Source: an optimization exercise on an open RTL-to-GDS flow (aim: small area). Production flows keep margins and buffers that such runs may drop.
Function was checked by simulation only, so behaviour that the tests miss may differ from the original.
Power is estimated from default activity; no workload was simulated.

==> flow/design.v, too long to show whole: its modules and the start of the top module <==
// module Top_FFT: 14172 lines
// module fa1: 24 lines
// module ha1: 12 lines
module Top_FFT(clk, rst, start_FFT, serial_in_r, serial_in_i, serial_out_r, serial_out_i, end_FFT, data_valid_FFT);
  // ...
==> flow/run.sh <==
#!/bin/bash
# synth_recipe.tcl (not shown) runs the flow's synth.tcl, then flattens the netlist and writes it again
# the make line also repeats each setting of config.mk as NAME=value (left out here)
make -C /OpenROAD-flow-scripts/flow DESIGN_CONFIG=/design/flow/config.mk WORK_HOME=/design/flow/orfs CLKGATE_MAP_FILE= SYNTH_SCRIPT=/design/flow/synth_recipe.tcl finish
==> flow/config.mk <==
export PLATFORM = sky130hd
export DESIGN_NAME = Top_FFT
export DESIGN_NICKNAME = Top_FFT
export VERILOG_FILES = /design/flow/design.v
export SDC_FILE = /design/flow/constraint.sdc
export NUM_CORES = 4
export LEC_CHECK = 0
export ABC_AREA = 1
export CAP_MARGIN = 5
export CORE_MARGIN = 2
export CORE_UTILIZATION = 60
export CTS_CLUSTER_DIAMETER = 100
export CTS_CLUSTER_SIZE = 30
export PLACE_DENSITY = 0.72
export SLEW_MARGIN = 5
export SYNTH_HIERARCHICAL = 1
export SYNTH_MINIMUM_KEEP_SIZE = 0
==> flow/constraint.sdc <==
create_clock -name core_clock -period 12.0 [get_ports {clk}]
set_input_delay 2.4000 -clock core_clock [delete_from_list [all_inputs] [get_ports {clk}]]
set_output_delay 2.4000 -clock core_clock [all_outputs]
set_load 0.01 [all_outputs]
==> metrics.cfg, run 1 <==
[synthesis]
netlist.top_cell.by_area = dfxtp_1
synth_xor_area_share_pct = 0.114
ys_seq_area_share_pct = 54.6
netlist_instances = 6309
synthFlopType = dfxtp_1

[placed_design]
placed_area_um2 = 78500
dp.cells = 7807

[timing]
hold_slack_ns = 0.282
setup_viol = 0
clock_skew_ns = 0.0989

[global_routing]
antenna_found_initial = 15
gr-usage-all-layers_pct = 25.9
use_met3_pct = 5.45
use_met1_pct = 36.2

[status]
outcome = timing/DRC/antenna clean

[route]
drt-met1-wl_um = 70200
routed.top_layer = met5
drt-pass1-iter-count = 8

[final_layout]
regArea_um2 = 41800
area_growth_pct = 5.65
clock_buffers = 87
num-multi-input-gates = 3422
n_fill_cell = 9547
reg_top3 = ST1.sr: 960 flops, ST2.sr: 480 flops, ST3.sr: 240 flops
layout.nets = 7304
inv_count = 499
final_cell_area_um2 = 80900
multi_input_area_um2 = 31600

[worst_hold_path]
holdPathEnd = ST3.sr[104]

[floorplan]
die-width_um = 361
rows = 131
num_tap_cells = 1662

[worst_setup_path]
worstReg2RegEnd = R5B.g_reg.sr[29]
critical_path.startpoint = R5A.g_reg.sr[18]

[clock_network]
cts_resized = 0
insertion_delay_ns = 0.75
cts_tree = built

[power]
swShare_pct = 35.0
comb-power_mw = 7.20

==> inputs of run 2 (changes only) <==
--- a/flow/design.v
+++ b/flow/design.v
@@ -1517,8 +1517,4 @@
   reg [29:0] \R5A.g_reg.sr ;
   wire [29:0] \R5A.q ;
-  wire \R5B.clk ;
-  wire [29:0] \R5B.d ;
-  reg [29:0] \R5B.g_reg.sr ;
-  wire [29:0] \R5B.q ;
   wire [14:0] \ST1.A_DR.a ;
   wire [14:0] \ST1.A_DR.b ;
@@ -2793,13 +2789,13 @@
   wire fw_1887;
   wire fw_1888;
-  wire [14:0] fw_1889;
+  wire fw_1889;
   wire fw_189;
   wire fw_1890;
-  wire [14:0] fw_1891;
+  wire fw_1891;
   wire fw_1892;
   wire fw_1893;
   wire fw_1894;
-  wire fw_1895;
-  wire fw_1896;
+  wire [14:0] fw_1895;
+  wire [14:0] fw_1896;
   wire fw_1897;
   wire fw_1898;
@@ -2892,9 +2888,9 @@
   wire fw_1976;
   wire fw_1977;
-  wire [14:0] fw_1978;
-  wire [14:0] fw_1979;
+  wire fw_1978;
+  wire fw_1979;
   wire fw_198;
   wire fw_1980;
-  wire fw_1981;
+  wire [14:0] fw_1981;
   wire fw_1982;
   wire fw_1983;
@@ -2902,5 +2898,5 @@
   wire fw_1985;
   wire fw_1986;
-  wire fw_1987;
+  wire [14:0] fw_1987;
   wire fw_1988;
   wire fw_1989;
@@ -2922,8 +2918,8 @@
   wire fw_2001;
   wire fw_2002;
-  wire fw_2003;
+  wire [14:0] fw_2003;
   wire [14:0] fw_2004;
   wire [14:0] fw_2005;
-  wire [14:0] fw_2006;
+  wire fw_2006;
   wire fw_2007;
   wire fw_2008;
@@ -3913,8 +3909,8 @@
   wire [14:0] s6i_i;
   wire [14:0] s6i_r;
-  wire [14:0] s6o_i;
-  wire [14:0] s6o_r;
   wire [7:0] t;
   wire [53:0] tw_dg;
+  wire [14:0] w6_i;
+  wire [14:0] w6_r;
   fa1 \M2.AI.g_bit[10].U  (
     .a(\M2.AI.a [10]),
@@ -6687,6 +6683,6 @@
   fa1 \M3.ut750  (
     .a(\M3.v675 ),
-    .b(fw_1893),
-    .c(fw_1894),
+    .b(fw_1891),
+    .c(fw_1892),
     .co(\M3.t750c ),
     .s(\M3.t750s )
@@ -10583,5 +10579,5 @@
     .c(\ST6.A_SR.c [10]),
     .co(\ST6.A_SR.c [11]),
-    .s(\ST1.ext_r [10])
+    .s(\ST6.A_SR.s [10])
   );
   fa1 \ST6.A_SR.g_bit[11].U  (
@@ -10590,5 +10586,5 @@
     .c(\ST6.A_SR.c [11]),
     .co(\ST6.A_SR.c [12]),
-    .s(\ST1.ext_r [11])
+    .s(\ST6.A_SR.s [11])
   );
   fa1 \ST6.A_SR.g_bit[12].U  (
@@ -10597,5 +10593,5 @@
     .c(\ST6.A_SR.c [12]),
     .co(\ST6.A_SR.c [13]),
-    .s(\ST1.ext_r [12])
+    .s(\ST6.A_SR.s [12])
   );
   fa1 \ST6.A_SR.g_bit[13].U  (
@@ -10604,5 +10600,5 @@
     .c(\ST6.A_SR.c [13]),
     .co(\ST6.A_SR.c [14]),
-    .s(\ST1.ext_r [13])
+    .s(\ST6.A_SR.s [13])
   );
   fa1 \ST6.A_SR.g_bit[14].U  (
@@ -10611,5 +10607,5 @@
     .c(\ST6.A_SR.c [14]),
     .co(\ST6.A_SR.co ),
-    .s(\ST1.ext_r [14])
+    .s(\ST6.A_SR.s [14])
   );
   fa1 \ST6.A_SR.g_bit[1].U  (
@@ -10618,5 +10614,5 @@
     .c(\ST6.A_SR.c [1]),
     .co(\ST6.A_SR.c [2]),
-    .s(\ST1.ext_r [1])
+    .s(\ST6.A_SR.s [1])
   );
   fa1 \ST6.A_SR.g_bit[2].U  (
@@ -10625,5 +10621,5 @@
     .c(\ST6.A_SR.c [2]),
     .co(\ST6.A_SR.c [3]),
-    .s(\ST1.ext_r [2])
+    .s(\ST6.A_SR.s [2])
   );
   fa1 \ST6.A_SR.g_bit[3].U  (
@@ -10632,5 +10628,5 @@
     .c(\ST6.A_SR.c [3]),
     .co(\ST6.A_SR.c [4]),
-    .s(\ST1.ext_r [3])
+    .s(\ST6.A_SR.s [3])
   );
   fa1 \ST6.A_SR.g_bit[4].U  (
@@ -10639,5 +10635,5 @@
     .c(\ST6.A_SR.c [4]),
     .co(\ST6.A_SR.c [5]),
-    .s(\ST1.ext_r [4])
+    .s(\ST6.A_SR.s [4])
   );
   fa1 \ST6.A_SR.g_bit[5].U  (
@@ -10646,5 +10642,5 @@
     .c(\ST6.A_SR.c [5]),
     .co(\ST6.A_SR.c [6]),
-    .s(\ST1.ext_r [5])
+    .s(\ST6.A_SR.s [5])
   );
   fa1 \ST6.A_SR.g_bit[6].U  (
@@ -10653,5 +10649,5 @@
     .c(\ST6.A_SR.c [6]),
     .co(\ST6.A_SR.c [7]),
-    .s(\ST1.ext_r [6])
+    .s(\ST6.A_SR.s [6])
   );
   fa1 \ST6.A_SR.g_bit[7].U  (
@@ -10660,5 +10656,5 @@
     .c(\ST6.A_SR.c [7]),
     .co(\ST6.A_SR.c [8]),
-    .s(\ST1.ext_r [7])
+    .s(\ST6.A_SR.s [7])
   );
   fa1 \ST6.A_SR.g_bit[8].U  (
@@ -10667,5 +10663,5 @@
     .c(\ST6.A_SR.c [8]),
     .co(\ST6.A_SR.c [9]),
-    .s(\ST1.ext_r [8])
+    .s(\ST6.A_SR.s [8])
   );
   fa1 \ST6.A_SR.g_bit[9].U  (
@@ -10674,5 +10670,5 @@
     .c(\ST6.A_SR.c [9]),
     .co(\ST6.A_SR.c [10]),
-    .s(\ST1.ext_r [9])
+    .s(\ST6.A_SR.s [9])
   );
   ha1 \ST6.A_SR.g_c0.U0  (
@@ -10680,5 +10676,5 @@
     .b(\ST6.A_SR.b [0]),
     .co(\ST6.A_SR.c [1]),
-    .s(\ST1.ext_r [0])
+    .s(\ST6.A_SR.s [0])
   );
   fa1 \ST6.g_pos.A_DI.g_bit[10].U  (
@@ -10785,5 +10781,5 @@
     .c(\ST6.g_pos.A_SI.c [10]),
     .co(\ST6.g_pos.A_SI.c [11]),
-    .s(\ST1.ext_i [10])
+    .s(\ST6.g_pos.A_SI.s [10])
   );
   fa1 \ST6.g_pos.A_SI.g_bit[11].U  (
@@ -10792,5 +10788,5 @@
     .c(\ST6.g_pos.A_SI.c [11]),
     .co(\ST6.g_pos.A_SI.c [12]),
-    .s(\ST1.ext_i [11])
+    .s(\ST6.g_pos.A_SI.s [11])
   );
   fa1 \ST6.g_pos.A_SI.g_bit[12].U  (
@@ -10799,5 +10795,5 @@
     .c(\ST6.g_pos.A_SI.c [12]),
     .co(\ST6.g_pos.A_SI.c [13]),
-    .s(\ST1.ext_i [12])
+    .s(\ST6.g_pos.A_SI.s [12])
   );
   fa1 \ST6.g_pos.A_SI.g_bit[13].U  (
@@ -10806,5 +10802,5 @@
     .c(\ST6.g_pos.A_SI.c [13]),
     .co(\ST6.g_pos.A_SI.c [14]),
-    .s(\ST1.ext_i [13])
+    .s(\ST6.g_pos.A_SI.s [13])
   );
   fa1 \ST6.g_pos.A_SI.g_bit[14].U  (
@@ -10813,5 +10809,5 @@
     .c(\ST6.g_pos.A_SI.c [14]),
     .co(\ST6.g_pos.A_SI.co ),
-    .s(\ST1.ext_i [14])
+    .s(\ST6.g_pos.A_SI.s [14])
   );
   fa1 \ST6.g_pos.A_SI.g_bit[1].U  (
@@ -10820,5 +10816,5 @@
     .c(\ST6.g_pos.A_SI.c [1]),
     .co(\ST6.g_pos.A_SI.c [2]),
-    .s(\ST1.ext_i [1])
+    .s(\ST6.g_pos.A_SI.s [1])
   );
   fa1 \ST6.g_pos.A_SI.g_bit[2].U  (
@@ -10827,5 +10823,5 @@
     .c(\ST6.g_pos.A_SI.c [2]),
     .co(\ST6.g_pos.A_SI.c [3]),
-    .s(\ST1.ext_i [2])
+    .s(\ST6.g_pos.A_SI.s [2])
   );
   fa1 \ST6.g_pos.A_SI.g_bit[3].U  (
@@ -10834,5 +10830,5 @@
     .c(\ST6.g_pos.A_SI.c [3]),
     .co(\ST6.g_pos.A_SI.c [4]),
-    .s(\ST1.ext_i [3])
+    .s(\ST6.g_pos.A_SI.s [3])
   );
   fa1 \ST6.g_pos.A_SI.g_bit[4].U  (
@@ -10841,5 +10837,5 @@
     .c(\ST6.g_pos.A_SI.c [4]),
     .co(\ST6.g_pos.A_SI.c [5]),
-    .s(\ST1.ext_i [4])
+    .s(\ST6.g_pos.A_SI.s [4])
   );
   fa1 \ST6.g_pos.A_SI.g_bit[5].U  (
@@ -10848,5 +10844,5 @@
     .c(\ST6.g_pos.A_SI.c [5]),
     .co(\ST6.g_pos.A_SI.c [6]),
-    .s(\ST1.ext_i [5])
+    .s(\ST6.g_pos.A_SI.s [5])
   );
   fa1 \ST6.g_pos.A_SI.g_bit[6].U  (
@@ -10855,5 +10851,5 @@
     .c(\ST6.g_pos.A_SI.c [6]),
     .co(\ST6.g_pos.A_SI.c [7]),
-    .s(\ST1.ext_i [6])
+    .s(\ST6.g_pos.A_SI.s [6])
   );
   fa1 \ST6.g_pos.A_SI.g_bit[7].U  (
@@ -10862,5 +10858,5 @@
     .c(\ST6.g_pos.A_SI.c [7]),
     .co(\ST6.g_pos.A_SI.c [8]),
-    .s(\ST1.ext_i [7])
+    .s(\ST6.g_pos.A_SI.s [7])
   );
   fa1 \ST6.g_pos.A_SI.g_bit[8].U  (
@@ -10869,5 +10865,5 @@
     .c(\ST6.g_pos.A_SI.c [8]),
     .co(\ST6.g_pos.A_SI.c [9]),
-    .s(\ST1.ext_i [8])
+    .s(\ST6.g_pos.A_SI.s [8])
   );
   fa1 \ST6.g_pos.A_SI.g_bit[9].U  (
@@ -10876,5 +10872,5 @@
     .c(\ST6.g_pos.A_SI.c [9]),
     .co(\ST6.g_pos.A_SI.c [10]),
-    .s(\ST1.ext_i [9])
+    .s(\ST6.g_pos.A_SI.s [9])
   );
   ha1 \ST6.g_pos.A_SI.g_c0.U0  (
@@ -10882,18 +10878,18 @@
     .b(\ST6.g_pos.A_SI.b [0]),
     .co(\ST6.g_pos.A_SI.c [1]),
-    .s(\ST1.ext_i [0])
+    .s(\ST6.g_pos.A_SI.s [0])
   );
   assign \ST6.g_pos.A_DI.c [1] = \ST6.sr [0] | \ST6.g_pos.A_DI.b [0];
   assign \ST6.diff_i [0] = ~ fw_2051;
-  assign fw_2003 = | \R5A.g_reg.sr [22:15];
-  assign \M5.NA.ci  = ! fw_2003;
-  assign fw_1976 = | \R5A.g_reg.sr [7:0];
-  assign \M5.zb  = ! fw_1976;
+  assign fw_2007 = | \R5A.g_reg.sr [22:15];
+  assign \M5.NA.ci  = ! fw_2007;
+  assign fw_1991 = | \R5A.g_reg.sr [7:0];
+  assign \M5.zb  = ! fw_1991;
   assign \M5.NA.a  = ~ \M5.MA.A3.s ;
   assign fw_1955 = ! \M5.addr ;
-  assign fw_1975 = ~ \R5A.g_reg.sr [29:15];
-  assign fw_1956 = \M5.addr  == 2'h1;
-  assign fw_1974 = ~ \M5.MB.A3.s ;
-  assign fw_1973 = \M5.addr  == 2'h2;
+  assign fw_1987 = ~ \R5A.g_reg.sr [29:15];
+  assign fw_1957 = \M5.addr  == 2'h1;
+  assign fw_1981 = ~ \M5.MB.A3.s ;
+  assign fw_1977 = \M5.addr  == 2'h2;
   assign \M5.AI.ci  = fw_1941 ? fw_1943 : fw_1942;
   assign fw_1972 = \M5.addr  == 2'h1;
@@ -10904,31 +10900,31 @@
   assign fw_1968 = ! \M5.addr ;
   assign fw_1967 = \M5.addr  == 2'h2;
-  assign \M5.AI.a  = fw_1967 ? fw_1975 : fw_1947;
+  assign \M5.AI.a  = fw_1967 ? fw_1987 : fw_1947;
   assign fw_1966 = ! \M5.addr ;
-  assign fw_1964 = \M5.addr  == 2'h2;
+  assign fw_1965 = \M5.addr  == 2'h2;
   assign \M5.AR.ci  = fw_1948 ? fw_1950 : fw_1949;
-  assign fw_1962 = \M5.addr  == 2'h1;
-  assign fw_1960 = ! \M5.addr ;
+  assign fw_1964 = \M5.addr  == 2'h1;
+  assign fw_1963 = ! \M5.addr ;
+  assign fw_1962 = \M5.addr  == 2'h2;
+  assign \M5.AR.b  = fw_1962 ? 15'h0000 : fw_1951;
+  assign fw_1961 = ! \M5.addr ;
   assign fw_1959 = \M5.addr  == 2'h2;
-  assign \M5.AR.b  = fw_1959 ? 15'h0000 : fw_1951;
-  assign fw_1958 = ! \M5.addr ;
-  assign fw_1957 = \M5.addr  == 2'h2;
   assign \M5.AR.a  = fw_1952 ? fw_1954 : fw_1953;
-  assign fw_1954 = fw_1957 ? \R5A.g_reg.sr [14:0] : \M5.MA.A3.s ;
+  assign fw_1954 = fw_1959 ? \R5A.g_reg.sr [14:0] : \M5.MA.A3.s ;
   assign fw_1953 = fw_1955 ? \R5A.g_reg.sr [29:15] : \M5.NA.s ;
-  assign fw_1952 = fw_1956 | fw_1957;
-  assign fw_1951 = fw_1958 ? 15'h0000 : \M5.MB.A3.s ;
-  assign fw_1950 = fw_1964 ? 1'h0 : fw_1976;
-  assign fw_1949 = fw_1960 ? 1'h0 : fw_1976;
-  assign fw_1948 = fw_1962 | fw_1964;
+  assign fw_1952 = fw_1957 | fw_1959;
+  assign fw_1951 = fw_1961 ? 15'h0000 : \M5.MB.A3.s ;
+  assign fw_1950 = fw_1965 ? 1'h0 : fw_1991;
+  assign fw_1949 = fw_1963 ? 1'h0 : fw_1991;
+  assign fw_1948 = fw_1964 | fw_1965;
   assign fw_1947 = fw_1966 ? \R5A.g_reg.sr [14:0] : \M5.NA.s ;
   assign \ST6.diff_r [0] = ~ fw_2055;
   assign fw_1946 = fw_1970 ? 15'h0000 : \M5.MB.A3.s ;
-  assign fw_1945 = fw_1968 ? 15'h0000 : fw_1974;
+  assign fw_1945 = fw_1968 ? 15'h0000 : fw_1981;
   assign fw_1944 = fw_1969 | fw_1970;
   assign \ST6.A_DR.c [1] = \ST6.sr [15] | \ST6.A_DR.b [0];
-  assign fw_1943 = fw_1973 ? 1'h1 : 1'h0;
+  assign fw_1943 = fw_1977 ? 1'h1 : 1'h0;
   assign fw_1942 = fw_1971 ? 1'h0 : \M5.zb ;
-  assign fw_1941 = fw_1972 | fw_1973;
+  assign fw_1941 = fw_1972 | fw_1977;
   assign fw_1937 = \M5.MA.A2.s [3] & \R5A.g_reg.sr [22];
   assign \M5.MA.c3 [5] = fw_1935 | fw_1936;
@@ -10984,30 +10980,30 @@
   assign \M5.MB.c3 [1] = \R5A.g_reg.sr [0] & \R5A.g_reg.sr [2];
   assign \ST5.A_SR.b  = \ST5.in_r  & { q5[1], q5[1], q5[1], q5[1], q5[1], q5[1], q5[1], q5[1], q5[1], q5[1], q5[1], q5[1], q5[1], q5[1], q5[1] };
-  assign fw_1883 = \ST5.sr [45] ^ \ST5.A_DR.b [0];
+  assign fw_1886 = \ST5.sr [45] ^ \ST5.A_DR.b [0];
   assign \ST5.A_DR.b  = ~ \ST5.in_r ;
   assign \ST5.fin  = q5[1] ? { \ST5.A_DR.s [14:1], \ST5.diff_r [0], \ST5.diff_i  } : { \ST5.in_r , \ST5.in_i  };
-  assign fw_1891 = \ST5.in_i  ^ { \M4.rot , \M4.rot , \M4.rot , \M4.rot , \M4.rot , \M4.rot , \M4.rot , \M4.rot , \M4.rot , \M4.rot , \M4.rot , \M4.rot , \M4.rot , \M4.rot , \M4.rot  };
-  assign \ST5.g_neg.A_SI.b  = fw_1891 & { q5[1], q5[1], q5[1], q5[1], q5[1], q5[1], q5[1], q5[1], q5[1], q5[1], q5[1], q5[1], q5[1], q5[1], q5[1] };
-  assign fw_1889 = \ST5.in_i  ^ { \M4.rot , \M4.rot , \M4.rot , \M4.rot , \M4.rot , \M4.rot , \M4.rot , \M4.rot , \M4.rot , \M4.rot , \M4.rot , \M4.rot , \M4.rot , \M4.rot , \M4.rot  };
-  assign \ST5.g_neg.A_DI.b  = ~ fw_1889;
+  assign fw_1896 = \ST5.in_i  ^ { \M4.rot , \M4.rot , \M4.rot , \M4.rot , \M4.rot , \M4.rot , \M4.rot , \M4.rot , \M4.rot , \M4.rot , \M4.rot , \M4.rot , \M4.rot , \M4.rot , \M4.rot  };
+  assign \ST5.g_neg.A_SI.b  = fw_1896 & { q5[1], q5[1], q5[1], q5[1], q5[1], q5[1], q5[1], q5[1], q5[1], q5[1], q5[1], q5[1], q5[1], q5[1], q5[1] };
+  assign fw_1895 = \ST5.in_i  ^ { \M4.rot , \M4.rot , \M4.rot , \M4.rot , \M4.rot , \M4.rot , \M4.rot , \M4.rot , \M4.rot , \M4.rot , \M4.rot , \M4.rot , \M4.rot , \M4.rot , \M4.rot  };
+  assign \ST5.g_neg.A_DI.b  = ~ fw_1895;
   assign \ST5.g_neg.A_DI.ci  = ~ \M4.rot ;
   always @(posedge clk)
     \ST5.sr  <= { \ST5.sr [29:0], \ST5.fin  };
   assign \ST5.A_DR.c [1] = \ST5.sr [45] | \ST5.A_DR.b [0];
-  assign \ST5.diff_r [0] = ~ fw_1883;
+  assign \ST5.diff_r [0] = ~ fw_1886;
   assign \ST5.in_i  = \M4.rot  ? \M4.in_r  : \M4.in_i ;
   assign \ST4.A_SR.b  = \R3B.g_reg.sr [29:15] & { q4[2], q4[2], q4[2], q4[2], q4[2], q4[2], q4[2], q4[2], q4[2], q4[2], q4[2], q4[2], q4[2], q4[2], q4[2] };
-  assign fw_1691 = \ST4.sr [105] ^ \ST4.A_DR.b [0];
+  assign fw_1725 = \ST4.sr [105] ^ \ST4.A_DR.b [0];
   assign \ST4.A_DR.b  = ~ \R3B.g_reg.sr [29:15];
   assign \ST4.fin  = q4[2] ? { \ST4.A_DR.s [14:1], \ST4.diff_r [0], \ST4.diff_i  } : \R3B.g_reg.sr ;
   assign \ST4.g_pos.A_SI.b  = \R3B.g_reg.sr [14:0] & { q4[2], q4[2], q4[2], q4[2], q4[2], q4[2], q4[2], q4[2], q4[2], q4[2], q4[2], q4[2], q4[2], q4[2], q4[2] };
-  assign fw_1618 = \ST4.sr [90] ^ \ST4.g_pos.A_DI.b [0];
+  assign fw_1650 = \ST4.sr [90] ^ \ST4.g_pos.A_DI.b [0];
   assign \ST4.g_pos.A_DI.b  = ~ \R3B.g_reg.sr [14:0];
   always @(posedge clk)
     \ST4.sr  <= { \ST4.sr [89:0], \ST4.fin  };
   assign \ST4.A_DR.c [1] = \ST4.sr [105] | \ST4.A_DR.b [0];
-  assign \ST4.diff_r [0] = ~ fw_1691;
+  assign \ST4.diff_r [0] = ~ fw_1725;
   assign \ST4.g_pos.A_DI.c [1] = \ST4.sr [90] | \ST4.g_pos.A_DI.b [0];
-  assign \ST4.diff_i [0] = ~ fw_1618;
+  assign \ST4.diff_i [0] = ~ fw_1650;
   assign \M3.in_i_n  = ~ \R3A.g_reg.sr [14:0];
   assign fw_0 = \M3.ncr_o0  & \R3A.g_reg.sr [15];
@@ -13076,43 +13072,43 @@
   assign fw_1617 = fw_1615 | fw_1616;
   assign \M3.v636  = ~ fw_1617;
-  assign fw_1619 = \M3.ncr_o2  & \R3A.g_reg.sr [10];
-  assign fw_1620 = \M3.ncr_m2  & \M3.in_i_n [10];
-  assign fw_1621 = fw_1619 | fw_1620;
-  assign fw_1622 = \M3.ncr_t2  & \R3A.g_reg.sr [9];
-  assign fw_1623 = fw_1621 | fw_1622;
-  assign \M3.v637  = ~ fw_1623;
-  assign fw_1624 = \M3.ncr_o2  & \R3A.g_reg.sr [11];
-  assign fw_1625 = \M3.ncr_m2  & \M3.in_i_n [11];
-  assign fw_1626 = fw_1624 | fw_1625;
-  assign fw_1627 = \M3.ncr_t2  & \R3A.g_reg.sr [10];
-  assign fw_1628 = fw_1626 | fw_1627;
-  assign \M3.v638  = ~ fw_1628;
-  assign fw_1629 = \M3.ncr_o2  & \R3A.g_reg.sr [12];
-  assign fw_1630 = \M3.ncr_m2  & \M3.in_i_n [12];
-  assign fw_1631 = fw_1629 | fw_1630;
-  assign fw_1632 = \M3.ncr_t2  & \R3A.g_reg.sr [11];
-  assign fw_1633 = fw_1631 | fw_1632;
-  assign \M3.v639  = ~ fw_1633;
-  assign fw_1634 = \M3.ncr_o2  & \R3A.g_reg.sr [13];
-  assign fw_1635 = \M3.ncr_m2  & \M3.in_i_n [13];
-  assign fw_1636 = fw_1634 | fw_1635;
-  assign fw_1637 = \M3.ncr_t2  & \R3A.g_reg.sr [12];
-  assign fw_1638 = fw_1636 | fw_1637;
-  assign \M3.v640  = ~ fw_1638;
-  assign fw_1639 = \M3.ncr_o2  & \R3A.g_reg.sr [14];
-  assign fw_1640 = \M3.ncr_m2  & \M3.in_i_n [14];
-  assign fw_1641 = fw_1639 | fw_1640;
-  assign fw_1642 = \M3.ncr_t2  & \R3A.g_reg.sr [13];
-  assign fw_1643 = fw_1641 | fw_1642;
-  assign \M3.v641  = ~ fw_1643;
-  assign fw_1644 = \M3.ncr_o2  & \R3A.g_reg.sr [14];
-  assign fw_1645 = \M3.ncr_m2  & \M3.in_i_n [14];
-  assign fw_1646 = fw_1644 | fw_1645;
-  assign fw_1647 = \M3.ncr_t2  & \R3A.g_reg.sr [14];
-  assign \M3.v642  = fw_1646 | fw_1647;
-  assign fw_1648 = \M3.ncr_o3  & \R3A.g_reg.sr [0];
-  assign fw_1649 = \M3.ncr_m3  & \M3.in_i_n [0];
-  assign fw_1650 = fw_1648 | fw_1649;
-  assign \M3.v643  = ~ fw_1650;
+  assign fw_1618 = \M3.ncr_o2  & \R3A.g_reg.sr [10];
+  assign fw_1619 = \M3.ncr_m2  & \M3.in_i_n [10];
+  assign fw_1620 = fw_1618 | fw_1619;
+  assign fw_1621 = \M3.ncr_t2  & \R3A.g_reg.sr [9];
+  assign fw_1622 = fw_1620 | fw_1621;
+  assign \M3.v637  = ~ fw_1622;
+  assign fw_1623 = \M3.ncr_o2  & \R3A.g_reg.sr [11];
+  assign fw_1624 = \M3.ncr_m2  & \M3.in_i_n [11];
+  assign fw_1625 = fw_1623 | fw_1624;
+  assign fw_1626 = \M3.ncr_t2  & \R3A.g_reg.sr [10];
+  assign fw_1627 = fw_1625 | fw_1626;
+  assign \M3.v638  = ~ fw_1627;
+  assign fw_1628 = \M3.ncr_o2  & \R3A.g_reg.sr [12];
+  assign fw_1629 = \M3.ncr_m2  & \M3.in_i_n [12];
+  assign fw_1630 = fw_1628 | fw_1629;
+  assign fw_1631 = \M3.ncr_t2  & \R3A.g_reg.sr [11];
+  assign fw_1632 = fw_1630 | fw_1631;
+  assign \M3.v639  = ~ fw_1632;
+  assign fw_1633 = \M3.ncr_o2  & \R3A.g_reg.sr [13];
+  assign fw_1634 = \M3.ncr_m2  & \M3.in_i_n [13];
+  assign fw_1635 = fw_1633 | fw_1634;
+  assign fw_1636 = \M3.ncr_t2  & \R3A.g_reg.sr [12];
+  assign fw_1637 = fw_1635 | fw_1636;
+  assign \M3.v640  = ~ fw_1637;
+  assign fw_1638 = \M3.ncr_o2  & \R3A.g_reg.sr [14];
+  assign fw_1639 = \M3.ncr_m2  & \M3.in_i_n [14];
+  assign fw_1640 = fw_1638 | fw_1639;
+  assign fw_1641 = \M3.ncr_t2  & \R3A.g_reg.sr [13];
+  assign fw_1642 = fw_1640 | fw_1641;
+  assign \M3.v641  = ~ fw_1642;
+  assign fw_1643 = \M3.ncr_o2  & \R3A.g_reg.sr [14];
+  assign fw_1644 = \M3.ncr_m2  & \M3.in_i_n [14];
+  assign fw_1645 = fw_1643 | fw_1644;
+  assign fw_1646 = \M3.ncr_t2  & \R3A.g_reg.sr [14];
+  assign \M3.v642  = fw_1645 | fw_1646;
+  assign fw_1647 = \M3.ncr_o3  & \R3A.g_reg.sr [0];
+  assign fw_1648 = \M3.ncr_m3  & \M3.in_i_n [0];
+  assign fw_1649 = fw_1647 | fw_1648;
+  assign \M3.v643  = ~ fw_1649;
   assign fw_1651 = \M3.ncr_o3  & \R3A.g_reg.sr [1];
   assign fw_1652 = \M3.ncr_m3  & \M3.in_i_n [1];
@@ -13163,45 +13159,45 @@
   assign fw_1690 = fw_1688 | fw_1689;
   assign \M3.v651  = ~ fw_1690;
-  assign fw_1692 = \M3.ncr_o3  & \R3A.g_reg.sr [9];
-  assign fw_1693 = \M3.ncr_m3  & \M3.in_i_n [9];
-  assign fw_1694 = fw_1692 | fw_1693;
-  assign fw_1695 = \M3.ncr_t3  & \R3A.g_reg.sr [8];
-  assign fw_1696 = fw_1694 | fw_1695;
-  assign \M3.v652  = ~ fw_1696;
-  assign fw_1697 = \M3.ncr_o3  & \R3A.g_reg.sr [10];
-  assign fw_1698 = \M3.ncr_m3  & \M3.in_i_n [10];
-  assign fw_1699 = fw_1697 | fw_1698;
-  assign fw_1700 = \M3.ncr_t3  & \R3A.g_reg.sr [9];
-  assign fw_1701 = fw_1699 | fw_1700;
-  assign \M3.v653  = ~ fw_1701;
-  assign fw_1702 = \M3.ncr_o3  & \R3A.g_reg.sr [11];
-  assign fw_1703 = \M3.ncr_m3  & \M3.in_i_n [11];
-  assign fw_1704 = fw_1702 | fw_1703;
-  assign fw_1705 = \M3.ncr_t3  & \R3A.g_reg.sr [10];
-  assign fw_1706 = fw_1704 | fw_1705;
-  assign \M3.v654  = ~ fw_1706;
-  assign fw_1707 = \M3.ncr_o3  & \R3A.g_reg.sr [12];
-  assign fw_1708 = \M3.ncr_m3  & \M3.in_i_n [12];
-  assign fw_1709 = fw_1707 | fw_1708;
-  assign fw_1710 = \M3.ncr_t3  & \R3A.g_reg.sr [11];
-  assign fw_1711 = fw_1709 | fw_1710;
-  assign \M3.v655  = ~ fw_1711;
-  assign fw_1712 = \M3.ncr_o3  & \R3A.g_reg.sr [13];
-  assign fw_1713 = \M3.ncr_m3  & \M3.in_i_n [13];
-  assign fw_1714 = fw_1712 | fw_1713;
-  assign fw_1715 = \M3.ncr_t3  & \R3A.g_reg.sr [12];
-  assign fw_1716 = fw_1714 | fw_1715;
-  assign \M3.v656  = ~ fw_1716;
-  assign fw_1717 = \M3.ncr_o3  & \R3A.g_reg.sr [14];
-  assign fw_1718 = \M3.ncr_m3  & \M3.in_i_n [14];
-  assign fw_1719 = fw_1717 | fw_1718;
-  assign fw_1720 = \M3.ncr_t3  & \R3A.g_reg.sr [13];
-  assign fw_1721 = fw_1719 | fw_1720;
-  assign \M3.v657  = ~ fw_1721;
-  assign fw_1722 = \M3.ncr_o3  & \R3A.g_reg.sr [14];
-  assign fw_1723 = \M3.ncr_m3  & \M3.in_i_n [14];
-  assign fw_1724 = fw_1722 | fw_1723;
-  assign fw_1725 = \M3.ncr_t3  & \R3A.g_reg.sr [14];
-  assign \M3.v658  = fw_1724 | fw_1725;
+  assign fw_1691 = \M3.ncr_o3  & \R3A.g_reg.sr [9];
+  assign fw_1692 = \M3.ncr_m3  & \M3.in_i_n [9];
+  assign fw_1693 = fw_1691 | fw_1692;
+  assign fw_1694 = \M3.ncr_t3  & \R3A.g_reg.sr [8];
+  assign fw_1695 = fw_1693 | fw_1694;
+  assign \M3.v652  = ~ fw_1695;
+  assign fw_1696 = \M3.ncr_o3  & \R3A.g_reg.sr [10];
+  assign fw_1697 = \M3.ncr_m3  & \M3.in_i_n [10];
+  assign fw_1698 = fw_1696 | fw_1697;
+  assign fw_1699 = \M3.ncr_t3  & \R3A.g_reg.sr [9];
+  assign fw_1700 = fw_1698 | fw_1699;
+  assign \M3.v653  = ~ fw_1700;
+  assign fw_1701 = \M3.ncr_o3  & \R3A.g_reg.sr [11];
+  assign fw_1702 = \M3.ncr_m3  & \M3.in_i_n [11];
+  assign fw_1703 = fw_1701 | fw_1702;
+  assign fw_1704 = \M3.ncr_t3  & \R3A.g_reg.sr [10];
+  assign fw_1705 = fw_1703 | fw_1704;
+  assign \M3.v654  = ~ fw_1705;
+  assign fw_1706 = \M3.ncr_o3  & \R3A.g_reg.sr [12];
+  assign fw_1707 = \M3.ncr_m3  & \M3.in_i_n [12];
+  assign fw_1708 = fw_1706 | fw_1707;
+  assign fw_1709 = \M3.ncr_t3  & \R3A.g_reg.sr [11];
+  assign fw_1710 = fw_1708 | fw_1709;
+  assign \M3.v655  = ~ fw_1710;
+  assign fw_1711 = \M3.ncr_o3  & \R3A.g_reg.sr [13];
+  assign fw_1712 = \M3.ncr_m3  & \M3.in_i_n [13];
+  assign fw_1713 = fw_1711 | fw_1712;
+  assign fw_1714 = \M3.ncr_t3  & \R3A.g_reg.sr [12];
+  assign fw_1715 = fw_1713 | fw_1714;
+  assign \M3.v656  = ~ fw_1715;
+  assign fw_1716 = \M3.ncr_o3  & \R3A.g_reg.sr [14];
+  assign fw_1717 = \M3.ncr_m3  & \M3.in_i_n [14];
+  assign fw_1718 = fw_1716 | fw_1717;
+  assign fw_1719 = \M3.ncr_t3  & \R3A.g_reg.sr [13];
+  assign fw_1720 = fw_1718 | fw_1719;
+  assign \M3.v657  = ~ fw_1720;
+  assign fw_1721 = \M3.ncr_o3  & \R3A.g_reg.sr [14];
+  assign fw_1722 = \M3.ncr_m3  & \M3.in_i_n [14];
+  assign fw_1723 = fw_1721 | fw_1722;
+  assign fw_1724 = \M3.ncr_t3  & \R3A.g_reg.sr [14];
+  assign \M3.v658  = fw_1723 | fw_1724;
   assign fw_1726 = \M3.ncr_o4  & \R3A.g_reg.sr [0];
   assign fw_1727 = \M3.ncr_m4  & \M3.in_i_n [0];
@@ -13412,12 +13408,12 @@
   assign \M3.g730  = \M3.g714  | fw_1882;
   assign \M3.p731  = \M3.p715  & \M3.p713 ;
-  assign fw_1884 = \M3.p719  & \M3.g716 ;
-  assign \M3.g732  = \M3.g718  | fw_1884;
+  assign fw_1883 = \M3.p719  & \M3.g716 ;
+  assign \M3.g732  = \M3.g718  | fw_1883;
   assign \M3.p733  = \M3.p719  & \M3.p717 ;
-  assign fw_1885 = \M3.p723  & \M3.g720 ;
-  assign \M3.g734  = \M3.g722  | fw_1885;
+  assign fw_1884 = \M3.p723  & \M3.g720 ;
+  assign \M3.g734  = \M3.g722  | fw_1884;
   assign \M3.p735  = \M3.p723  & \M3.p721 ;
-  assign fw_1886 = \M3.p727  & \M3.g724 ;
-  assign \M3.g736  = \M3.g726  | fw_1886;
+  assign fw_1885 = \M3.p727  & \M3.g724 ;
+  assign \M3.g736  = \M3.g726  | fw_1885;
   assign \M3.p737  = \M3.p727  & \M3.p725 ;
   assign fw_1887 = \M3.p731  & \M3.g728 ;
@@ -13426,15 +13422,15 @@
   assign \M3.g740  = \M3.g734  | fw_1888;
   assign \M3.p741  = \M3.p735  & \M3.p733 ;
-  assign fw_1890 = \M3.p741  & \M3.g738 ;
-  assign \M3.g742  = \M3.g740  | fw_1890;
-  assign fw_1892 = \M3.p737  & \M3.g742 ;
-  assign \M3.g744  = \M3.g736  | fw_1892;
-  assign fw_1893 = ~ \M3.nci_m5 ;
-  assign fw_1894 = ~ \M3.ncr_m5 ;
-  assign fw_1895 = \M3.v474  ^ \M3.v488 ;
-  assign \M3.t777s  = ~ fw_1895;
+  assign fw_1889 = \M3.p741  & \M3.g738 ;
+  assign \M3.g742  = \M3.g740  | fw_1889;
+  assign fw_1890 = \M3.p737  & \M3.g742 ;
+  assign \M3.g744  = \M3.g736  | fw_1890;
+  assign fw_1891 = ~ \M3.nci_m5 ;
+  assign fw_1892 = ~ \M3.ncr_m5 ;
+  assign fw_1893 = \M3.v474  ^ \M3.v488 ;
+  assign \M3.t777s  = ~ fw_1893;
   assign \M3.t777c  = \M3.v474  | \M3.v488 ;
-  assign fw_1896 = \M3.v475  ^ \M3.v489 ;
-  assign \M3.t780s  = ~ fw_1896;
+  assign fw_1894 = \M3.v475  ^ \M3.v489 ;
+  assign \M3.t780s  = ~ fw_1894;
   assign \M3.t780c  = \M3.v475  | \M3.v489 ;
   assign \M3.h784s  = ~ \M3.v491 ;
@@ -13564,42 +13560,42 @@
   assign \TW.hit [6] = p3 == 6'h06;
   assign \ST3.A_SR.b  = \R2B.g_reg.sr [29:15] & { q3[3], q3[3], q3[3], q3[3], q3[3], q3[3], q3[3], q3[3], q3[3], q3[3], q3[3], q3[3], q3[3], q3[3], q3[3] };
-  assign fw_1961 = \ST3.sr [225] ^ \ST3.A_DR.b [0];
+  assign fw_1956 = \ST3.sr [225] ^ \ST3.A_DR.b [0];
   assign \ST3.A_DR.b  = ~ \R2B.g_reg.sr [29:15];
   assign \ST3.fin  = q3[3] ? { \ST3.A_DR.s [14:1], \ST3.diff_r [0], \ST3.diff_i  } : \R2B.g_reg.sr ;
   assign \ST3.g_pos.A_SI.b  = \R2B.g_reg.sr [14:0] & { q3[3], q3[3], q3[3], q3[3], q3[3], q3[3], q3[3], q3[3], q3[3], q3[3], q3[3], q3[3], q3[3], q3[3], q3[3] };
-  assign fw_1963 = \ST3.sr [210] ^ \ST3.g_pos.A_DI.b [0];
+  assign fw_1958 = \ST3.sr [210] ^ \ST3.g_pos.A_DI.b [0];
   assign \ST3.g_pos.A_DI.b  = ~ \R2B.g_reg.sr [14:0];
   always @(posedge clk)
     \ST3.sr  <= { \ST3.sr [209:0], \ST3.fin  };
   assign \ST3.A_DR.c [1] = \ST3.sr [225] | \ST3.A_DR.b [0];
-  assign \ST3.diff_r [0] = ~ fw_1961;
+  assign \ST3.diff_r [0] = ~ fw_1956;
   assign \ST3.g_pos.A_DI.c [1] = \ST3.sr [210] | \ST3.g_pos.A_DI.b [0];
-  assign \ST3.diff_i [0] = ~ fw_1963;
-  assign fw_1965 = | \R2A.g_reg.sr [22:15];
-  assign \M2.NA.ci  = ! fw_1965;
-  assign fw_1977 = | \R2A.g_reg.sr [7:0];
-  assign \M2.zb  = ! fw_1977;
+  assign \ST3.diff_i [0] = ~ fw_1958;
+  assign fw_1960 = | \R2A.g_reg.sr [22:15];
+  assign \M2.NA.ci  = ! fw_1960;
+  assign fw_1973 = | \R2A.g_reg.sr [7:0];
+  assign \M2.zb  = ! fw_1973;
   assign \M2.NA.a  = ~ \M2.MA.A3.s ;
   assign fw_1995 = ! \M2.addr ;
-  assign fw_1978 = ~ \R2A.g_reg.sr [29:15];
+  assign fw_1974 = ~ \R2A.g_reg.sr [29:15];
   assign fw_1994 = \M2.addr  == 2'h1;
-  assign fw_1979 = ~ \M2.MB.A3.s ;
-  assign fw_1980 = \M2.addr  == 2'h2;
+  assign fw_1975 = ~ \M2.MB.A3.s ;
+  assign fw_1976 = \M2.addr  == 2'h2;
   assign \M2.AI.ci  = fw_2010 ? fw_2008 : fw_2009;
-  assign fw_1981 = \M2.addr  == 2'h1;
-  assign fw_1982 = ! \M2.addr ;
-  assign fw_1983 = \M2.addr  == 2'h2;
-  assign \M2.AI.b  = fw_2007 ? fw_2005 : fw_2006;
-  assign fw_1984 = \M2.addr  == 2'h1;
+  assign fw_1978 = \M2.addr  == 2'h1;
+  assign fw_1979 = ! \M2.addr ;
+  assign fw_1980 = \M2.addr  == 2'h2;
+  assign \M2.AI.b  = fw_2006 ? fw_2004 : fw_2005;
+  assign fw_1982 = \M2.addr  == 2'h1;
+  assign fw_1983 = ! \M2.addr ;
+  assign fw_1984 = \M2.addr  == 2'h2;
+  assign \M2.AI.a  = fw_1984 ? fw_1974 : fw_2003;
   assign fw_1985 = ! \M2.addr ;
   assign fw_1986 = \M2.addr  == 2'h2;
-  assign \M2.AI.a  = fw_1986 ? fw_1978 : fw_2004;
-  assign fw_1987 = ! \M2.addr ;
-  assign fw_1988 = \M2.addr  == 2'h2;
   assign \M2.AR.ci  = fw_2002 ? fw_2000 : fw_2001;
-  assign fw_1989 = \M2.addr  == 2'h1;
-  assign fw_1990 = ! \M2.addr ;
-  assign fw_1991 = \M2.addr  == 2'h2;
-  assign \M2.AR.b  = fw_1991 ? 15'h0000 : fw_1999;
+  assign fw_1988 = \M2.addr  == 2'h1;
+  assign fw_1989 = ! \M2.addr ;
+  assign fw_1990 = \M2.addr  == 2'h2;
+  assign \M2.AR.b  = fw_1990 ? 15'h0000 : fw_1999;
   assign fw_1992 = ! \M2.addr ;
   assign fw_1993 = \M2.addr  == 2'h2;
@@ -13611,20 +13607,20 @@
   always @(posedge clk)
     \ST6.sr  <= \ST6.fin ;
-  assign \ST6.g_pos.A_DI.b  = ~ \R5B.g_reg.sr [14:0];
-  assign fw_2000 = fw_1988 ? 1'h0 : fw_1977;
-  assign fw_2001 = fw_1990 ? 1'h0 : fw_1977;
-  assign fw_2002 = fw_1989 | fw_1988;
+  assign \ST6.g_pos.A_DI.b  = ~ \ST1.sr [374:360];
+  assign fw_2000 = fw_1986 ? 1'h0 : fw_1973;
+  assign fw_2001 = fw_1989 ? 1'h0 : fw_1973;
+  assign fw_2002 = fw_1988 | fw_1986;
   assign fw_2051 = \ST6.sr [0] ^ \ST6.g_pos.A_DI.b [0];
-  assign \ST6.g_pos.A_SI.b  = \R5B.g_reg.sr [14:0] & { q6[0], q6[0], q6[0], q6[0], q6[0], q6[0], q6[0], q6[0], q6[0], q6[0], q6[0], q6[0], q6[0], q6[0], q6[0] };
-  assign fw_2004 = fw_1987 ? \R2A.g_reg.sr [14:0] : \M2.NA.s ;
-  assign \ST6.fin  = q6[0] ? { \ST6.A_DR.s [14:1], \ST6.diff_r [0], \ST6.diff_i  } : \R5B.g_reg.sr ;
-  assign fw_2005 = fw_1983 ? 15'h0000 : \M2.MB.A3.s ;
-  assign fw_2006 = fw_1985 ? 15'h0000 : fw_1979;
-  assign fw_2007 = fw_1984 | fw_1983;
-  assign \ST6.A_DR.b  = ~ \R5B.g_reg.sr [29:15];
+  assign \ST6.g_pos.A_SI.b  = \ST1.sr [374:360] & { q6[0], q6[0], q6[0], q6[0], q6[0], q6[0], q6[0], q6[0], q6[0], q6[0], q6[0], q6[0], q6[0], q6[0], q6[0] };
+  assign fw_2003 = fw_1985 ? \R2A.g_reg.sr [14:0] : \M2.NA.s ;
+  assign \ST6.fin  = q6[0] ? { \ST6.A_DR.s [14:1], \ST6.diff_r [0], \ST6.diff_i  } : \ST1.sr [389:360];
+  assign fw_2004 = fw_1980 ? 15'h0000 : \M2.MB.A3.s ;
+  assign fw_2005 = fw_1983 ? 15'h0000 : fw_1975;
+  assign fw_2006 = fw_1982 | fw_1980;
+  assign \ST6.A_DR.b  = ~ \ST1.sr [389:375];
   assign fw_2055 = \ST6.sr [15] ^ \ST6.A_DR.b [0];
-  assign fw_2008 = fw_1980 ? 1'h1 : 1'h0;
-  assign fw_2009 = fw_1982 ? 1'h0 : \M2.zb ;
-  assign fw_2010 = fw_1981 | fw_1980;
+  assign fw_2008 = fw_1976 ? 1'h1 : 1'h0;
+  assign fw_2009 = fw_1979 ? 1'h0 : \M2.zb ;
+  assign fw_2010 = fw_1978 | fw_1976;
   assign fw_2014 = \M2.MA.A2.s [3] & \R2A.g_reg.sr [22];
   assign \M2.MA.c3 [5] = fw_2016 | fw_2015;
@@ -13700,5 +13696,5 @@
   assign fw_2057 = \ST1.sr [930] ^ \ST1.g_pos.A_DI.b [0];
   assign \ST1.g_pos.A_DI.b  = ~ serial_in_i;
-  assign \ST1.fin  = \ST1.ext  ? { \ST1.ext_r , \ST1.ext_i  } : \ST1.fin0 ;
+  assign \ST1.fin  = \ST1.ext  ? { \M5.AR.s , \M5.AI.s  } : \ST1.fin0 ;
   always @(posedge clk)
     \ST1.sr  <= { \ST1.sr [929:0], \ST1.fin  };
@@ -13721,6 +13717,4 @@
   always @(posedge clk)
     p3 <= p3n[5:0];
-  always @(posedge clk)
-    \R5B.g_reg.sr  <= { \M5.AR.s , \M5.AI.s  };
   assign \M5.addr  = p5[0] ? { p5[1], p5[2] } : 2'h0;
   always @(posedge clk)
@@ -13748,5 +13742,5 @@
   assign p2 = \CTRL.t  - 8'h31;
   assign p1 = \CTRL.t  - 8'h20;
-  assign q6 = \CTRL.t  - 8'h44;
+  assign q6 = \CTRL.t  - 8'h50;
   assign q5 = \CTRL.t  - 8'h40;
   assign q4 = \CTRL.t  - 8'h3c;
@@ -13754,5 +13748,5 @@
   assign q2 = \CTRL.t  - 8'h20;
   assign lo64 = ! \CTRL.t [7:6];
-  assign \ST6.A_SR.b  = \R5B.g_reg.sr [29:15] & { q6[0], q6[0], q6[0], q6[0], q6[0], q6[0], q6[0], q6[0], q6[0], q6[0], q6[0], q6[0], q6[0], q6[0], q6[0] };
+  assign \ST6.A_SR.b  = \ST1.sr [389:375] & { q6[0], q6[0], q6[0], q6[0], q6[0], q6[0], q6[0], q6[0], q6[0], q6[0], q6[0], q6[0], q6[0], q6[0], q6[0] };
   assign \M3.out_r_x  = { \M3.t442c , \M3.t441c , \M3.t440c , \M3.t439c , \M3.t438c , \M3.t437c , \M3.t436c , \M3.t435c , \M3.t434c , \M3.t433c , \M3.t432c , \M3.t431c , \M3.t430c , \M3.h429c , \M3.h429s  };
   assign \M3.out_r_y  = { \M3.t443s , \M3.t442s , \M3.t441s , \M3.t440s , \M3.t439s , \M3.t438s , \M3.t437s , \M3.t436s , \M3.t435s , \M3.t434s , \M3.t433s , \M3.t432s , \M3.t431s , \M3.t430s , \M3.g313  };
@@ -13827,9 +13821,4 @@
   assign \ST5.g_neg.ngv  = { \M4.rot , \M4.rot , \M4.rot , \M4.rot , \M4.rot , \M4.rot , \M4.rot , \M4.rot , \M4.rot , \M4.rot , \M4.rot , \M4.rot , \M4.rot , \M4.rot , \M4.rot  };
   assign \ST5.fin0  = \ST5.fin ;
-  assign \ST5.diff_r [14:1] = \ST5.A_DR.s [14:1];
-  assign \ST5.sum_i  = \R5A.d [14:0];
-  assign \ST5.sum_r  = \R5A.d [29:15];
-  assign \ST5.f_i  = \ST5.sr [44:30];
-  assign \ST5.f_r  = \ST5.sr [59:45];
   assign \M3.out_i_h1.c [7] = \M3.out_i_h1.co ;
   assign \M3.out_i_h1.s [0] = \M3.out_i_s1 [8];
@@ -13855,6 +13844,5 @@
   assign \M3.out_r_h0.b  = { \M3.t443s , \M3.t442s , \M3.t441s , \M3.t440s , \M3.t439s , \M3.t438s , \M3.t437s  };
   assign \M3.out_r_h0.a  = { \M3.t442c , \M3.t441c , \M3.t440c , \M3.t439c , \M3.t438c , \M3.t437c , \M3.t436c  };
-  assign \ST5.tap_i  = \ST5.sr [14:0];
-  assign \ST5.tap_r  = \ST5.sr [29:15];
+  assign \ST5.diff_r [14:1] = \ST5.A_DR.s [14:1];
   assign \M3.out_r_h1.c [7] = \M3.out_r_h1.co ;
   assign \M3.out_r_h1.s [0] = \M3.out_r_s1 [8];
@@ -13864,4 +13852,10 @@
   assign \TW.addr  = p3;
   assign \TW.dg  = { 1'h0, \M3.pci_t4 , \M3.pci_t3 , \M3.pci_t2 , \M3.pci_t1 , \M3.pci_t0 , \M3.pci_o5 , \M3.pci_o4 , \M3.pci_o3 , \M3.pci_o2 , \M3.pci_o1 , \M3.pci_o0 , \M3.pci_m5 , \M3.pci_m4 , \M3.pci_m3 , \M3.pci_m2 , \M3.pci_m1 , \M3.pci_m0 , 1'h0, \M3.ncr_t4 , \M3.ncr_t3 , \M3.ncr_t2 , \M3.ncr_t1 , \M3.ncr_t0 , \M3.ncr_o5 , \M3.ncr_o4 , \M3.ncr_o3 , \M3.ncr_o2 , \M3.ncr_o1 , \M3.ncr_o0 , \M3.ncr_m5 , \M3.ncr_m4 , \M3.ncr_m3 , \M3.ncr_m2 , \M3.ncr_m1 , \M3.ncr_m0 , 1'h0, \M3.nci_t4 , \M3.nci_t3 , \M3.nci_t2 , \M3.nci_t1 , \M3.nci_t0 , \M3.nci_o5 , \M3.nci_o4 , \M3.nci_o3 , \M3.nci_o2 , \M3.nci_o1 , \M3.nci_o0 , \M3.nci_m5 , \M3.nci_m4 , \M3.nci_m3 , \M3.nci_m2 , \M3.nci_m1 , \M3.nci_m0  };
+  assign \ST5.sum_i  = \R5A.d [14:0];
+  assign \ST5.sum_r  = \R5A.d [29:15];
+  assign \ST5.f_i  = \ST5.sr [44:30];
+  assign \ST5.f_r  = \ST5.sr [59:45];
+  assign \ST5.tap_i  = \ST5.sr [14:0];
+  assign \ST5.tap_r  = \ST5.sr [29:15];
   assign \ST5.out_i  = \R5A.d [14:0];
   assign \ST5.out_r  = \R5A.d [29:15];
@@ -13967,10 +13961,4 @@
   assign \M5.ci  = \M5.AI.ci ;
   assign \M5.cr  = \M5.AR.ci ;
-  assign \M5.yi  = \M5.AI.b ;
-  assign \M5.xi  = \M5.AI.a ;
-  assign \M5.yr  = \M5.AR.b ;
-  assign \M5.xr  = \M5.AR.a ;
-  assign \M5.za  = \M5.NA.ci ;
-  assign \M5.Na  = \M5.NA.s ;
   assign \M2.MA.A3.a  = \M2.MA.A2.s [18:4];
   assign \M2.MA.A3.b  = { \R2A.g_reg.sr [29], \R2A.g_reg.sr [29], \R2A.g_reg.sr [29], \R2A.g_reg.sr [29], \R2A.g_reg.sr [29], \R2A.g_reg.sr [29], \R2A.g_reg.sr [29], \R2A.g_reg.sr [29], \R2A.g_reg.sr [29:23] };
@@ -13984,11 +13972,13 @@
   assign \M2.MA.A1.ci  = 1'h0;
   assign \M2.MA.A1.c [16] = \M2.MA.A1.co ;
+  assign \M5.yi  = \M5.AI.b ;
+  assign \M5.xi  = \M5.AI.a ;
+  assign \M5.yr  = \M5.AR.b ;
+  assign \M5.xr  = \M5.AR.a ;
+  assign \M5.za  = \M5.NA.ci ;
+  assign \M5.Na  = \M5.NA.s ;
   assign \M5.Pb  = \M5.MB.A3.s ;
   assign \M5.Pa  = \M5.MA.A3.s ;
   assign \M5.out_i  = \M5.AI.s ;
-  assign \M5.out_r  = \M5.AR.s ;
-  assign \M5.in_i  = \R5A.g_reg.sr [14:0];
-  assign \M5.in_r  = \R5A.g_reg.sr [29:15];
-  assign \R5B.q  = \R5B.g_reg.sr ;
   assign { \M2.MA.c3 [6], \M2.MA.c3 [0] } = { \M2.MA.A3.ci , 1'h0 };
   assign \M2.MA.b3  = { \R2A.g_reg.sr [29], \R2A.g_reg.sr [29], \R2A.g_reg.sr [29], \R2A.g_reg.sr [29], \R2A.g_reg.sr [29], \R2A.g_reg.sr [29], \R2A.g_reg.sr [29], \R2A.g_reg.sr [29], \R2A.g_reg.sr [29:17] };
@@ -14009,6 +13999,7 @@
   assign \M2.MB.A1.ci  = 1'h0;
   assign \M2.MB.A1.c [16] = \M2.MB.A1.co ;
-  assign \R5B.d  = { \M5.AR.s , \M5.AI.s  };
-  assign \R5B.clk  = clk;
+  assign \M5.out_r  = \M5.AR.s ;
+  assign \M5.in_i  = \R5A.g_reg.sr [14:0];
+  assign \M5.in_r  = \R5A.g_reg.sr [29:15];
   assign \ST6.g_pos.A_DI.a  = \ST6.sr [14:0];
   assign \ST6.g_pos.A_DI.ci  = 1'h1;
@@ -14045,12 +14036,10 @@
   assign \ST6.g_pos.A_SI.a  = \ST6.sr [14:0];
   assign \ST6.g_pos.A_SI.ci  = 1'h0;
-  assign \ST6.g_pos.A_SI.s  = \ST1.ext_i ;
-  assign \ST6.g_pos.A_SI.c [15] = \ST6.g_pos.A_SI.co ;
-  assign \ST6.A_DR.a  = \ST6.sr [29:15];
   assign \ST2.A_SR.c [15] = \ST2.A_SR.co ;
   assign \ST2.A_SR.s  = \R2A.d [29:15];
   assign \ST2.A_SR.ci  = 1'h0;
   assign \ST2.A_SR.a  = \ST2.sr [479:465];
-  assign \ST6.A_DR.ci  = 1'h1;
+  assign \ST6.g_pos.A_SI.c [15] = \ST6.g_pos.A_SI.co ;
+  assign \ST6.A_DR.a  = \ST6.sr [29:15];
   assign \ST2.A_DR.c [15] = \ST2.A_DR.co ;
   assign \ST2.A_DR.s [0] = \ST2.diff_r [0];
@@ -14066,13 +14055,15 @@
   assign \M1.out_r  = \ST2.in_r ;
   assign \M1.out_i  = \ST2.in_i ;
-  assign \ST6.A_DR.s [0] = \ST6.diff_r [0];
+  assign \ST6.A_DR.ci  = 1'h1;
   assign \ST1.clk  = clk;
   assign \ST1.ng  = 1'h0;
   assign \ST1.in_r  = serial_in_r;
   assign \ST1.in_i  = serial_in_i;
+  assign \ST1.ext_r  = \M5.AR.s ;
+  assign \ST1.ext_i  = \M5.AI.s ;
   assign \ST1.out_r  = \M1.in_r ;
   assign \ST1.out_i  = \M1.in_i ;
-  assign \ST1.tap_r  = \ST1.sr [359:345];
-  assign \ST1.tap_i  = \ST1.sr [344:330];
+  assign \ST1.tap_r  = \ST1.sr [389:375];
+  assign \ST1.tap_i  = \ST1.sr [374:360];
   assign \ST1.f_r  = \ST1.sr [959:945];
   assign \ST1.f_i  = \ST1.sr [944:930];
@@ -14080,12 +14071,12 @@
   assign \ST1.sum_i  = \M1.in_i ;
   assign \ST1.diff_r [14:1] = \ST1.A_DR.s [14:1];
+  assign \ST6.A_DR.s [0] = \ST6.diff_r [0];
   assign \ST6.A_DR.c [15] = \ST6.A_DR.co ;
   assign \ST6.A_SR.a  = \ST6.sr [29:15];
-  assign \ST6.A_SR.ci  = 1'h0;
   assign \ST1.A_SR.c [15] = \ST1.A_SR.co ;
   assign \ST1.A_SR.s  = \M1.in_r ;
   assign \ST1.A_SR.ci  = 1'h0;
   assign \ST1.A_SR.a  = \ST1.sr [959:945];
-  assign \ST6.A_SR.s  = \ST1.ext_r ;
+  assign \ST6.A_SR.ci  = 1'h0;
   assign \ST1.A_DR.c [15] = \ST1.A_DR.co ;
   assign \ST1.A_DR.s [0] = \ST1.diff_r [0];
@@ -14096,5 +14087,4 @@
   assign \ST1.g_pos.A_SI.ci  = 1'h0;
   assign \ST1.g_pos.A_SI.a  = \ST1.sr [944:930];
-  assign \ST6.A_SR.c [15] = \ST6.A_SR.co ;
   assign \ST1.g_pos.A_DI.c [15] = \ST1.g_pos.A_DI.co ;
   assign \ST1.g_pos.A_DI.s  = \ST1.diff_i ;
@@ -14106,24 +14096,21 @@
   assign \CTRL.end_FFT  = end_FFT;
   assign \CTRL.data_valid  = data_valid_FFT;
+  assign \ST6.A_SR.c [15] = \ST6.A_SR.co ;
   assign \ST6.fin0  = \ST6.fin ;
   assign \ST6.diff_r [14:1] = \ST6.A_DR.s [14:1];
-  assign \ST6.sum_i  = \ST1.ext_i ;
-  assign \ST6.sum_r  = \ST1.ext_r ;
+  assign \ST6.sum_i  = \ST6.g_pos.A_SI.s ;
+  assign \ST6.sum_r  = \ST6.A_SR.s ;
   assign \ST6.f_i  = \ST6.sr [14:0];
   assign \ST6.f_r  = \ST6.sr [29:15];
   assign \ST6.tap_i  = \ST6.sr [14:0];
   assign \ST6.tap_r  = \ST6.sr [29:15];
-  assign \ST6.out_i  = \ST1.ext_i ;
-  assign \ST6.out_r  = \ST1.ext_r ;
+  assign \ST6.out_i  = \ST6.g_pos.A_SI.s ;
+  assign \ST6.out_r  = \ST6.A_SR.s ;
   assign \ST6.ext_i  = 15'h0000;
   assign \ST6.ext_r  = 15'h0000;
-  assign \ST6.in_i  = \R5B.g_reg.sr [14:0];
-  assign \ST6.in_r  = \R5B.g_reg.sr [29:15];
+  assign \ST6.in_i  = \ST1.sr [374:360];
+  assign \ST6.in_r  = \ST1.sr [389:375];
   assign \ST6.ext  = 1'h0;
   assign \ST6.ng  = 1'h0;
-  assign \ST6.sel  = q6[0];
-  assign \ST6.clk  = clk;
-  assign n_i = \M5.AI.s ;
-  assign n_r = \M5.AR.s ;
   assign m_i = \R5A.g_reg.sr [14:0];
   assign m_r = \R5A.g_reg.sr [29:15];
@@ -14139,4 +14126,8 @@
   assign c_r = \R2A.g_reg.sr [29:15];
   assign rot1 = \M1.rot ;
+  assign w6_i = \ST1.sr [374:360];
+  assign w6_r = \ST1.sr [389:375];
+  assign n_i = \M5.AI.s ;
+  assign n_r = \M5.AR.s ;
   assign ng5 = \M4.rot ;
   assign ng2 = \M1.rot ;
@@ -14145,8 +14136,8 @@
   assign b_i = \ST2.in_i ;
   assign b_r = \ST2.in_r ;
-  assign s6o_i = \ST1.ext_i ;
-  assign s6o_r = \ST1.ext_r ;
-  assign s6i_i = \R5B.g_reg.sr [14:0];
-  assign s6i_r = \R5B.g_reg.sr [29:15];
+  assign \ST6.sel  = q6[0];
+  assign \ST6.clk  = clk;
+  assign s6i_i = \ST1.sr [374:360];
+  assign s6i_r = \ST1.sr [389:375];
   assign s5o_i = \R5A.d [14:0];
   assign s5o_r = \R5A.d [29:15];
@@ -14168,6 +14159,6 @@
   assign s1o_r = \M1.in_r ;
   assign t = \CTRL.t ;
-  assign serial_out_i = \ST1.sr [344:330];
-  assign serial_out_r = \ST1.sr [359:345];
+  assign serial_out_i = \ST6.g_pos.A_SI.s ;
+  assign serial_out_r = \ST6.A_SR.s ;
 endmodule
 module fa1(a, b, c, s, co);
--- a/flow/config.mk
+++ b/flow/config.mk
@@ -7,5 +7,5 @@
 export LEC_CHECK = 0
 export ABC_AREA = 1
-export CAP_MARGIN = 5
+export CAP_MARGIN = 20
 export CORE_MARGIN = 2
 export CORE_UTILIZATION = 60
@@ -13,5 +13,5 @@
 export CTS_CLUSTER_SIZE = 30
 export PLACE_DENSITY = 0.72
-export SLEW_MARGIN = 5
+export SLEW_MARGIN = 20
 export SYNTH_HIERARCHICAL = 1
 export SYNTH_MINIMUM_KEEP_SIZE = 0
==> metrics.cfg, run 2 <==
[synthesis]
ys_warn_count = 7
synth_nets = 7325
netlist_instances = 6249  ; -0.95%
netlist.top_cell.by_area = dfxtp_1
ys_seq_area_share_pct = 54.4  ; -0.20 points
synthFlopType = dfxtp_1
syn_avg_cell_area_um2 = 12.1
netlist.area_leader.share_pct = 54.1
ys_types = 51
async_reset_ff_share_pct = 0.389
synth-seq-cells = 2054
synth_edf_count = 0
synth_area_leaders = dfxtp_1, fa_1, nand2_1
yosys-top-cells-count = dfxtp_1, fa_1, nand2_1
post-synth-top-count-cell = dfxtp_1
synthesis.area_um2 = 75700

[route]
met2_length_um = 72300
routed.top_layer = met5
ant_nets = 0
drt-met1-wl_um = 71400  ; +1.7%
num_vias = 43200
wl_met3_um = 14400
post_drt_wl_per_cell_um = 20.8
routed_wl_um = 164000
drt-pass1-iter-count = 9  ; +1
drt_iter0_markers = 4877
vias_per_cell = 5.49
route.detailed.drc = 0

[floorplan]
core_area_um2 = 125000
initial_utilization_pct = 60.4
die-width_um = 359  ; -0.53%
io_pins = 65
rows = 130  ; -0.76%
die_area_um2 = 129000
die_y_um = 359

[worst_setup_path]
crit_arrival_ns = 8.20
end_kind = primary output
worstSetupStartpointType = flop
r2r-start = R5A.g_reg.sr[18]
worstSetupPathType = reg2out
critical_path.startpoint = CTRL.t[0]
crit_required_ns = 9.60
worstReg2RegEnd = ST1.sr[29]
rrSetupSlack_ns = 1.75
reg2reg_depth = 28
worst-path-max-fanout = 45

[clock_network]
cts_hold_buf = 0
cts_max_path_buffers = 3
cts_buffers = 81
cts_resized = 0  ; unchanged
root_buffer = clkbuf_16
cts_tree = built
h-tree-depth = 3
cts_setup_buffers = 0
cts_num_sinks = 2054
insertion_delay_ns = 0.75  ; about the same
clk_pin_slew_ns = 0.11

[timing]
min_period_ns = 10.60
hold_slack_ns = 0.291  ; +0.00869 ns
setup_viol = 0  ; unchanged
slew_headroom_pct = 26.3
fin_ws_ns = 1.40
slew_viol_final = 0
worstMarginPinSlew_ns = 1.10
min_period_over_period_pct = 88.3
rsz0062_at_grt = no
finalHoldViolations = 0
max_freq_mhz = 94.3
finalSetupTns_ns = 0
clock_skew_ns = 0.0630  ; -0.0359 ns

[final_layout]
layout.nets = 7272  ; -0.44%
area_growth_pct = 6.00
layout_common_cells = dfxtp_1, fa_1, nand2_1
top_register = ST1.sr
drive_gt1_share_pct = 4.07
n_fill_cell = 9439  ; -1.1%
reg_top3 = ST1.sr: 960 flops, ST2.sr: 480 flops, ST3.sr: 240 flops
largest_reg_flops = 960
layout.cells.most_common = dfxtp_1
final_util_pct = 64.0

[global_routing]
antenna_found_initial = 14  ; -1
gr-total-overflow = 0
grt_max_degree = 67
grt_pass1_wl_um = 257000
grt_pass1_vias = 44200
gr-usage-all-layers_pct = 26.0  ; +0.16 points

[worst_hold_path]
holdPathEnd = ST1.sr[103]
hold_class = reg2reg
hold_start = ST1.sr[73]
hold_depth = 0

[placed_design]
port_buffers = 64
place_congestion = 0.935
dp_hpwl_um = 122000
preCtsSetupSlack_ns = 1.69

[power]
power.internal_mw = 12.4
swShare_pct = 35.3  ; +0.37 points
p_seq_share_pct = 44.2
ir_drop_mv = 0.574
leakage_nw = 34.6
power_frac_comb_pct = 38.7
p_sw_mw = 6.77
powerDensity_nw_per_um2 = 239
pwr-share-clk_pct = 17.1

[status]
outcome = timing/DRC/antenna clean

[run]
drv_cap = 0

-- run 2: per-layer routing --
layer / global-route usage (%) / vias to the layer above
met5: 0 / -
met4: 7.74 / 16
met3: 5.86 / 397
met2: 39.3 / 1861
met1: 37.9 / 21200
li1: - / 19700
-- run 2: worst max-delay path by stage --
stage / endpoint / slack, ns
final: serial_out_i[14] / 1.40
after global routing: serial_out_i[14] / 1.14
after CTS: serial_out_i[14] / 1.38
after detailed placement: ST1.sr[14] / 1.69
after global placement: ST1.sr[29] / 1.82
after floorplan: ST1.sr[29] / 2.19
-- run 2: per-module statistics from Yosys (local to each module, per instance) --
module / cell area, um^2 / flops+latches
Top_FFT: 56300 / 2054
fa1: 20.0 / 0
ha1: 12.5 / 0
-- run 2: cell families after synthesis --
family                   synth area share, %
flip-flops                              54.4
AND/OR/NAND/NOR                         7.16
adder cells (fa/ha/maj)                 26.2
AO/OA/AOI/OAI                           7.94
buffers and inverters                   4.01
multiplexers                           0.185
XOR/XNOR                               0.116
-- run 2: through the flow --
| stage | instance area (um^2) | std cells | total power [mW] |
|---|---|---|---|
| after floorplan | 75700 | 6249 | 13.7 |
| after global placement | 77900 | 7762 | 15.6 |
| after detailed placement | 77900 | 7762 | 16.0 |
| after CTS | 80200 | 7859 | 19.2 |
| after global routing | 80200 | 7860 | 20.8 |
| final | 80300 | 7863 | 19.2 |
-- run 2: cell type report --
cell class / instances / area, um^2 / share of cell area [%]
diodes: 3 / 7.51 / 0.00935
clock buffers: 84 / 2040 / 2.54
clock inverters: 13 / 315 / 0.393
inverters: 499 / 1870 / 2.33
multi-input cells: 3422 / 31600 / 39.4
flip-flops and latches: 2054 / 41200 / 51.3
well taps: 1650 / 2060 / 2.57
repair buffers: 138 / 1200 / 1.50
-- run 2: power groups by stage --
stage               sequential, mW  clock (mW)  combinational [mW]
CTS                           8.50        3.36                7.35
finish                        8.47        3.27                7.41
floorplan                     8.42           0                5.28
global placement              8.60           0                7.01
global route                  8.61        3.58                8.62
detailed placement            8.64           0                7.32
-- run 2: critical path: stages (launching register included) --
cell	delay (ns)
dfrtp_4	0.62
buf_4	0.31
nand2_1	0.10
inv_1	0.05
ha_1	0.19
fa_1	0.38
fa_1	0.38
fa_1	0.39
fa_1	0.42
fa_1	0.40
fa_1	0.40
fa_1	0.41
fa_1	0.42
fa_1	0.40
fa_1	0.39
fa_1	0.39
fa_1	0.38
fa_1	0.39
fa_1	0.49
clkdlybuf4s50_1	0.54

what the ideal ports hide:
How much do the figures lean on ideal ports? The routed layouts below were timed once more, with nothing changed but the port constraints. Step 1, drivers: a clkbuf_16 drives clk and a buf_2 each remaining input, both assumed. Step 2 adds t to the input delays and takes it off the output delays; t is the mean of the earliest and latest rising clock arrival at the registers after step 1. Input paths then give back, and output paths get back, about the clock's delay inside the block. Three values: no drivers, after step 1, after step 2; two values: the first two.
run	shift t [ns]	setup WS [ns]	hold slack, ns	worst setup path after step 2	latest minus earliest clock arrival (ns)
run 1	0.778	1.922 / 1.922 / 1.922	0.282 / 0.282 / 0.282	register to register	0.108 / 0.108
run 2	0.792	1.400 / 1.321 / 1.751	0.291 / 0.291 / 0.291	input to register	0.079 / 0.079
After both steps every run listed still meets setup and hold.
